From an optimization exercise on the open Yosys and OpenROAD flow, aimed at small area, a short achievable clock period and few clock cycles per item; shortcuts taken in it are not production practice. Function was checked by simulation only, so behaviour that the tests miss may differ from the original.

==> v11 <==
// neuron_top
module neuron_top (
    input  logic         clk,
    input  logic         rst_n,
    input  logic [511:0] in_vec,
    input  logic [255:0] weights_vec,
    input  logic [31:0]  bias,
    output logic [31:0]  out,
    output logic         done
);
clock: 12.0 ns
lec_check: 0
cap_margin: 20
core_margin: 2
core_utilization: 50
setup_slack_margin: 5
slew_margin: 20
synth_hierarchical: 1
standard.sh (not shown) runs the stock make flow with config.mk's settings and CLKGATE_MAP_FILE= SYNTH_SCRIPT=/design/flow/synth_recipe.tcl, a recipe that flattens the netlist after the stock synthesis.
==> flow/flow/run.sh <==
#!/bin/bash
# Own layout flow: the standard flow (standard.sh, unchanged synthesis and
# steps), except that the port buffers are plain buffers
# (sky130_fd_sc_hd__buf_2) rather than the delay buffers that buffer_ports
# picks by itself.  Each step's full output goes to a log file here.
set -euo pipefail
export BUFFER_PORTS_ARGS="-buffer_cell sky130_fd_sc_hd__buf_2"
bash standard.sh synth > flow_synth.log 2>&1
bash standard.sh finish > flow_finish.log 2>&1
==> inputs of v13, as changes to v11 <==
==> flow/flow/run.sh (replaced) <==
#!/bin/bash
set -euo pipefail
export BUFFER_PORTS_ARGS="-buffer_cell sky130_fd_sc_hd__buf_1"
export SETUP_SLACK_MARGIN=5.3
bash standard.sh synth > flow_synth.log 2>&1
bash standard.sh finish > flow_finish.log 2>&1
- CAP_MARGIN: 20 -> 10
- SETUP_SLACK_MARGIN: 5 -> not set
- SLEW_MARGIN: 20 -> 10
==> inputs of v32, as changes to v11 <==
==> flow/flow/run.sh (replaced) <==
#!/bin/bash
set -euo pipefail
export BUFFER_PORTS_ARGS="-buffer_cell sky130_fd_sc_hd__buf_2"
export SETUP_SLACK_MARGIN=5.3
bash standard.sh synth > flow_synth.log 2>&1
bash standard.sh finish > flow_finish.log 2>&1
- SETUP_SLACK_MARGIN: 5 -> not set
==> qor summary <==
item	v13	v32	v11
Met3 Track Usage GR	20.61%	19.91%	20.27%
Final std cell area, no fill	0.06652 mm^2	0.06696 mm^2	0.06684 mm^2
Number of filler cells placed in the layout	10.58k	10.44k	10.45k
Result of the run	no timing/DRC/antenna violations	no timing/DRC/antenna violations	no timing/DRC/antenna violations
Capture point of the worst path	out[5]	out[0]	out[0]
Initial antenna violation count	87	98	100
Share of final layout cell area taken by non-clock buffers	6.841%	7.888%	7.773%
CP Data Arrival Time	4.74 ns	4.67 ns	4.69 ns
Final design utilization	56.26%	56.63%	56.53%
Multi-input gate share of total cell area	78.56%	77.71%	77.80%
TritonRoute pass-1 iters	12	11	12
Routed wl met2	125700 um	121200 um	120700 um
Via-to-Cell Ratio	6.795	6.778	6.758
Overall routed net length	301400 um	290800 um	290100 um
First-pass GRT wire length	405500 um	394500 um	394500 um
Count of non-filler cells in the finished layout	7663	7648	7647
Count of buffers not belonging to the clock network in the layout	964	952	951
Longest individual stage delay on the worst path	0.54 ns	0.87 ns	0.88 ns
Slowest cell on crit path	sky130_fd_sc_hd__fa_1	sky130_fd_sc_hd__o21ai_0	sky130_fd_sc_hd__o21ai_0
Testbench counts of v11, summed over its fixed seeds: cycles 3,840, items 960.
Testbench counts of v13, summed over its fixed seeds: cycles 3,840, items 960.
Testbench counts of v32, summed over its fixed seeds: cycles 3,840, items 960.

==> run E: inputs <==
neuron_top, a different RTL version from the one above (not shown whole).
==> module ReLU, before the edit <==
module ReLU #(parameter AW = 41, parameter M = 40, parameter NR = 4) (
  input  logic [NR*AW-1:0] rows,
  input  logic [1:0] low,
  output logic [31:0] out
);
  logic [AW-1:0] t, g, p;
  logic negative, big;
  always_comb begin
    t = '0;
    for (int r = 0; r < NR; r++) t = t + rows[r*AW +: AW];
  end
  assign negative = ~t[M];
  assign big = t[M] & (|t[M-1:29]);
  always_comb begin
    if (negative) out = 32'd0;
    else if (big) out = 32'h7fffffff;
    else out = {1'b0, t[28:0], low};
  end
endmodule
Settings: LEC_CHECK=0, CAP_MARGIN=20, CORE_MARGIN=2, CORE_UTILIZATION=50, SETUP_SLACK_MARGIN=5, SLEW_MARGIN=20, SYNTH_HIERARCHICAL=1; clock period 12.0 ns.
==> flow/flow/run.sh <==
#!/bin/bash
# Own layout flow: the standard flow (standard.sh, unchanged synthesis and
# steps), except that the port buffers are plain buffers
# (sky130_fd_sc_hd__buf_2) rather than the delay buffers that buffer_ports
# picks by itself.  Each step's full output goes to a log file here.
set -euo pipefail
export BUFFER_PORTS_ARGS="-buffer_cell sky130_fd_sc_hd__buf_2"
bash standard.sh synth > flow_synth.log 2>&1
bash standard.sh finish > flow_finish.log 2>&1
==> run C: changes against run E <==
--- a/flow/design.v
+++ b/flow/design.v
@@ -36,12 +36,30 @@
 );
   logic [AW-1:0] t, g, p;
   logic negative, big;
-  always_comb begin
-    t = '0;
-    for (int r = 0; r < NR; r++) t = t + rows[r*AW +: AW];
-  end
-  assign negative = ~t[M];
-  assign big = t[M] & (|t[M-1:29]);
+  logic [AW-1:0] s2, c2;
+  logic [AW-1:0] ra, rb, rc, rd, sa, ca, cb;
+  assign ra = rows[AW-1:0];
+  assign rb = rows[2*AW-1:AW];
+  assign rc = rows[3*AW-1:2*AW];
+  assign rd = rows[4*AW-1:3*AW];
+  assign sa = ra ^ rb ^ rc;
+  assign ca = {((ra[AW-2:0] & rb[AW-2:0]) | (ra[AW-2:0] & rc[AW-2:0]) | (rb[AW-2:0] & rc[AW-2:0])), 1'b0};
+  assign s2 = sa ^ ca ^ rd;
+  assign cb = (sa & ca) | (sa & rd) | (ca & rd);
+  assign c2 = {cb[AW-2:0], 1'b0};
+  assign t = s2 + c2;
+  logic [M:0] cm;        
+  logic [29:0] cl;
+  assign cm = {1'b0, s2[M-1:0]} + {1'b0, c2[M-1:0]};
+  assign cl = {1'b0, s2[28:0]} + {1'b0, c2[28:0]};
+  logic [M-1:29] hx, ho;
+  logic e, zero;
+  assign hx = s2[M-1:29] ^ c2[M-1:29];
+  assign ho = s2[M-1:29] | c2[M-1:29];
+  assign e = &(hx[M-1:30] ~^ ho[M-2:29]);
+  assign zero = e & ~(hx[29] ^ cl[29]);
+  assign negative = ~(s2[M] ^ c2[M] ^ cm[M]);
+  assign big = ~negative & ~zero;
   always_comb begin
     if (negative) out = 32'd0;
     else if (big) out = 32'h7fffffff;
==> run Z: changes against run E <==
--- a/flow/design.v
+++ b/flow/design.v
@@ -36,12 +36,30 @@
 );
   logic [AW-1:0] t, g, p;
   logic negative, big;
-  always_comb begin
-    t = '0;
-    for (int r = 0; r < NR; r++) t = t + rows[r*AW +: AW];
-  end
-  assign negative = ~t[M];
-  assign big = t[M] & (|t[M-1:29]);
+  logic [AW-1:0] s2, c2;
+  logic [AW-1:0] ra, rb, rc, rd, sa, ca, cb;
+  assign ra = rows[AW-1:0];
+  assign rb = rows[2*AW-1:AW];
+  assign rc = rows[3*AW-1:2*AW];
+  assign rd = rows[4*AW-1:3*AW];
+  assign sa = ra ^ rb ^ rc;
+  assign ca = {((ra[AW-2:0] & rb[AW-2:0]) | (ra[AW-2:0] & rc[AW-2:0]) | (rb[AW-2:0] & rc[AW-2:0])), 1'b0};
+  assign s2 = sa ^ ca ^ rd;
+  assign cb = (sa & ca) | (sa & rd) | (ca & rd);
+  assign c2 = {cb[AW-2:0], 1'b0};
+  assign t = s2 + c2;
+  logic [M:0] cm;        
+  logic [29:0] cl;
+  assign cm = {1'b0, s2[M-1:0]} + {1'b0, c2[M-1:0]};
+  assign cl = {1'b0, s2[28:0]} + {1'b0, c2[28:0]};
+  logic [M-1:29] hx, ho;
+  logic e, zero;
+  assign hx = s2[M-1:29] ^ c2[M-1:29];
+  assign ho = s2[M-1:29] | c2[M-1:29];
+  assign e = &(hx[M-1:30] ~^ ho[M-2:29]);
+  assign zero = e & ~(hx[29] ^ cl[29]);
+  assign negative = ~(s2[M] ^ c2[M] ^ cm[M]);
+  assign big = ~negative & ~zero;
   always_comb begin
     if (negative) out = 32'd0;
     else if (big) out = 32'h7fffffff;
==> flow/flow/run.sh (replaced) <==
#!/bin/bash
set -euo pipefail
export BUFFER_PORTS_ARGS="-buffer_cell sky130_fd_sc_hd__buf_2"
export SETUP_SLACK_MARGIN=5.3
bash standard.sh synth > flow_synth.log 2>&1
bash standard.sh finish > flow_finish.log 2>&1
--- a/flow/config.mk
+++ b/flow/config.mk
@@ -8,6 +8,5 @@
 export CAP_MARGIN = 20
 export CORE_MARGIN = 2
 export CORE_UTILIZATION = 50
-export SETUP_SLACK_MARGIN = 5
 export SLEW_MARGIN = 20
 export SYNTH_HIERARCHICAL = 1
==> impl_metrics.env <==
export IMPL_status="no timing/DRC/antenna violations"
export IMPL_use_met3_pct=14.25
export IMPL_grt_pass1_vias=54770
export IMPL_layout_non_clock_inverters=339
export IMPL_synth_area_per_cell_um2=10.87
export IMPL_synth_seq_area_share_pct=8.529
export IMPL_fin_nets=8623
export IMPL_critical_path_buf_inv_count=5
export IMPL_max_clock_freq_mhz=143.9
export IMPL_clk_latency_ns=0.64
# the run above: run C

==> impl_metrics.env <==
export IMPL_status="no timing/DRC/antenna violations"
export IMPL_layout_non_clock_inverters=360
export IMPL_clk_latency_ns=0.62
export IMPL_max_clock_freq_mhz=133.0
export IMPL_fin_nets=8725
export IMPL_synth_seq_area_share_pct=8.493
export IMPL_use_met3_pct=19.72
export IMPL_critical_path_buf_inv_count=6
export IMPL_synth_area_per_cell_um2=10.73
# the run above: run E

==> impl_metrics.env <==
export IMPL_status="no timing/DRC/antenna violations"
export IMPL_grt_pass1_vias=54790
export IMPL_rsz0062_at_grt="yes"
export IMPL_synth_area_per_cell_um2=10.87
export IMPL_clk_latency_ns=0.64
export IMPL_max_clock_freq_mhz=143.8
export IMPL_fin_nets=8634
export IMPL_yosysTopAreaCell="fa_1"
export IMPL_startpoint="u_neuron.a2_q[6]"
export IMPL_critical_path_buf_inv_count=5
export IMPL_min_from="u_neuron.win_r_4_1[2]"
export IMPL_crit_cells=16
# the run above: run Z

Testbench counts of run E, summed over its fixed seeds: cycles 3,840, items 960.
Testbench counts of run C, summed over its fixed seeds: cycles 3,840, items 960.
Testbench counts of run Z, summed over its fixed seeds: cycles 3,840, items 960.

==> branch nickel: inputs <==
Another version of the RTL of neuron_top (not shown whole).
==> module ReLU, before the edit <==
module ReLU #(parameter AW = 39, parameter M = 38, parameter NR = 3) (
  input  logic [NR*AW-1:0] rows,
  input  logic [3:0] low,
  output logic [31:0] out
);
  logic [AW-1:0] t, g, p;
  logic negative, big;
  always_comb begin
    t = '0;
    for (int r = 0; r < NR; r++) t = t + rows[r*AW +: AW];
  end
  assign negative = ~t[M];
  assign big = t[M] & (|t[M-1:27]);
  always_comb begin
    if (negative) out = 32'd0;
    else if (big) out = 32'h7fffffff;
    else out = {1'b0, t[26:0], low};
  end
endmodule
==> flow/config.mk <==
export PLATFORM = sky130hd
export DESIGN_NAME = neuron_top
export DESIGN_NICKNAME = neuron_top
export VERILOG_FILES = /design/flow/design.v
export SDC_FILE = /design/flow/constraint.sdc
export NUM_CORES = 4
export LEC_CHECK = 0
export CAP_MARGIN = 20
export CORE_MARGIN = 2
export CORE_UTILIZATION = 50
export SLEW_MARGIN = 20
export SYNTH_HIERARCHICAL = 1
==> flow/constraint.sdc <==
create_clock -name core_clock -period 12.0 [get_ports {clk}]
set_input_delay 2.4000 -clock core_clock [delete_from_list [all_inputs] [get_ports {clk}]]
set_output_delay 2.4000 -clock core_clock [all_outputs]
set_load 0.01 [all_outputs]
==> flow/flow/run.sh <==
#!/bin/bash
# Own layout flow: the standard flow (standard.sh, unchanged synthesis and
# steps), except that the port buffers are plain buffers
# (sky130_fd_sc_hd__buf_2) rather than the delay buffers that buffer_ports
# picks by itself.  Each step's full output goes to a log file here.
set -euo pipefail
export BUFFER_PORTS_ARGS="-buffer_cell sky130_fd_sc_hd__buf_2"
bash standard.sh synth > flow_synth.log 2>&1
bash standard.sh finish > flow_finish.log 2>&1
==> inputs of branch fjord, as changes to branch nickel <==
--- a/flow/design.v
+++ b/flow/design.v
@@ -36,12 +36,27 @@
 );
   logic [AW-1:0] t, g, p;
   logic negative, big;
-  always_comb begin
-    t = '0;
-    for (int r = 0; r < NR; r++) t = t + rows[r*AW +: AW];
-  end
-  assign negative = ~t[M];
-  assign big = t[M] & (|t[M-1:27]);
+  logic [AW-1:0] s2, c2;
+  logic [AW-1:0] ra, rb, rc, cy;
+  assign ra = rows[AW-1:0];
+  assign rb = rows[2*AW-1:AW];
+  assign rc = rows[3*AW-1:2*AW];
+  assign s2 = ra ^ rb ^ rc;
+  assign cy = (ra & rb) | (ra & rc) | (rb & rc);
+  assign c2 = {cy[AW-2:0], 1'b0};
+  assign t = s2 + c2;
+  logic [M:0] cm;        
+  logic [27:0] cl;
+  assign cm = {1'b0, s2[M-1:0]} + {1'b0, c2[M-1:0]};
+  assign cl = {1'b0, s2[26:0]} + {1'b0, c2[26:0]};
+  logic [M-1:27] hx, ho;
+  logic e, zero;
+  assign hx = s2[M-1:27] ^ c2[M-1:27];
+  assign ho = s2[M-1:27] | c2[M-1:27];
+  assign e = &(hx[M-1:28] ~^ ho[M-2:27]);
+  assign zero = e & ~(hx[27] ^ cl[27]);
+  assign negative = ~(s2[M] ^ c2[M] ^ cm[M]);
+  assign big = ~negative & ~zero;
   always_comb begin
     if (negative) out = 32'd0;
     else if (big) out = 32'h7fffffff;
==> flow/flow/run.sh (replaced) <==
#!/bin/bash
set -euo pipefail
export BUFFER_PORTS_ARGS="-buffer_cell sky130_fd_sc_hd__buf_2"
export SETUP_SLACK_MARGIN=6.4
bash standard.sh synth > flow_synth.log 2>&1
bash standard.sh finish > flow_finish.log 2>&1
==> comparison table <==
|  | branch nickel | branch fjord |
|---|---|---|
| Clock insertion delay at the later pin of the skew report | 480 ps | 510 ps |
| Iteration-0 DRC Markers | 3855 | 4741 |
| Post-synthesis area per instance | 10.76 µm² | 10.88 µm² |
| Syn Std Cell Area | 0.03334 mm² | 0.03330 mm² |
| Post-Route M1 WL | 56910 µm | 61760 µm |
| Result of the run | finished clean | finished clean |
| Global-route track usage on met1 | 55.03% | 62.48% |
| Wire length of the first global-routing pass | 223400 µm | 239400 µm |
| Clock-cell share | 1.591% | 1.376% |
| Proportion of cell area occupied by registers | 9.551% | 8.166% |
| Overall die height | 262.2 µm | 262.1 µm |
| Final Instance Count excl. Fillers | 4655 | 4813 |
| Worst setup slack after layout | 4706 ps | 5638 ps |
| Period utilization | 60.78% | 53.01% |
| Grt met3 use | 14.36% | 18.78% |
| N_diodes | 24 | 33 |
| Count of buffers not belonging to the clock network in the layout | 878 | 1057 |
| Filler instances | 5732 | 4908 |
| Share of the synthesized netlist area taken by xor and xnor gates | 14.66% | 14.94% |
| Buffer share of cell area | 11.67% | 17.02% |
| Share of final-layout standard cells stronger than drive strength 1 | 27.00% | 47.70% |
| Post-synthesis cell type count | 64 | 63 |
| Inst Count DP | 4599 | 4568 |
| Area growth, synth to finish | 16.29% | 36.26% |
| Multi-input gate share of the layout cell area | 73.49% | 70.08% |
| Post-route cell area | 0.03877 mm² | 0.04537 mm² |
| GR Layer Usage met2 | 69.45% | 72.24% |
Testbench counts of branch nickel, summed over its fixed seeds: cycles 7,680, items 960.
Testbench counts of branch fjord, summed over its fixed seeds: cycles 7,680, items 960.

==> what the ideal ports hide <==
The results above use ideal ports. As a check the final layouts listed here were re-extracted and re-timed, cells and wires unchanged.
Step 1 assumes that a clkbuf_16 drives the clock port and a buf_2 every other input.
Step 2 times the ports against the registers' clock, not the clock port: input delays grow and output delays shrink by t, the midpoint of the rising clock arrivals with the driver on.
a / b / c = ideal ports / drivers / drivers and shift; a / b = the first two.
| run | t (ns) | setup WS [ns] | clock arrival spread, ns |
|---|---|---|---|
| v11 | 0.689 | 4.907 / 4.824 / 4.384 | 0.069 / 0.068 |
| v13 | 0.700 | 4.855 / 4.769 / 4.600 | 0.042 / 0.043 |
| v32 | 0.686 | 4.926 / 4.840 / 4.629 | 0.061 / 0.061 |
| run E | 0.666 | 4.481 / 4.414 / 4.405 | 0.048 / 0.048 |
| run C | 0.698 | 5.049 / 4.964 / 4.482 | 0.060 / 0.060 |
| run Z | 0.700 | 5.046 / 4.958 / 4.554 | 0.050 / 0.050 |
| branch nickel | 0.541 | 4.706 / 4.638 / 5.029 | 0.017 / 0.016 |
| branch fjord | 0.568 | 5.638 / 5.565 / 5.587 | 0.027 / 0.028 |
After both steps every run listed still meets setup and hold. For run C, which loses most, drivers alone change the setup slack by -0.085 ns; drivers and shift together by -0.567 ns.
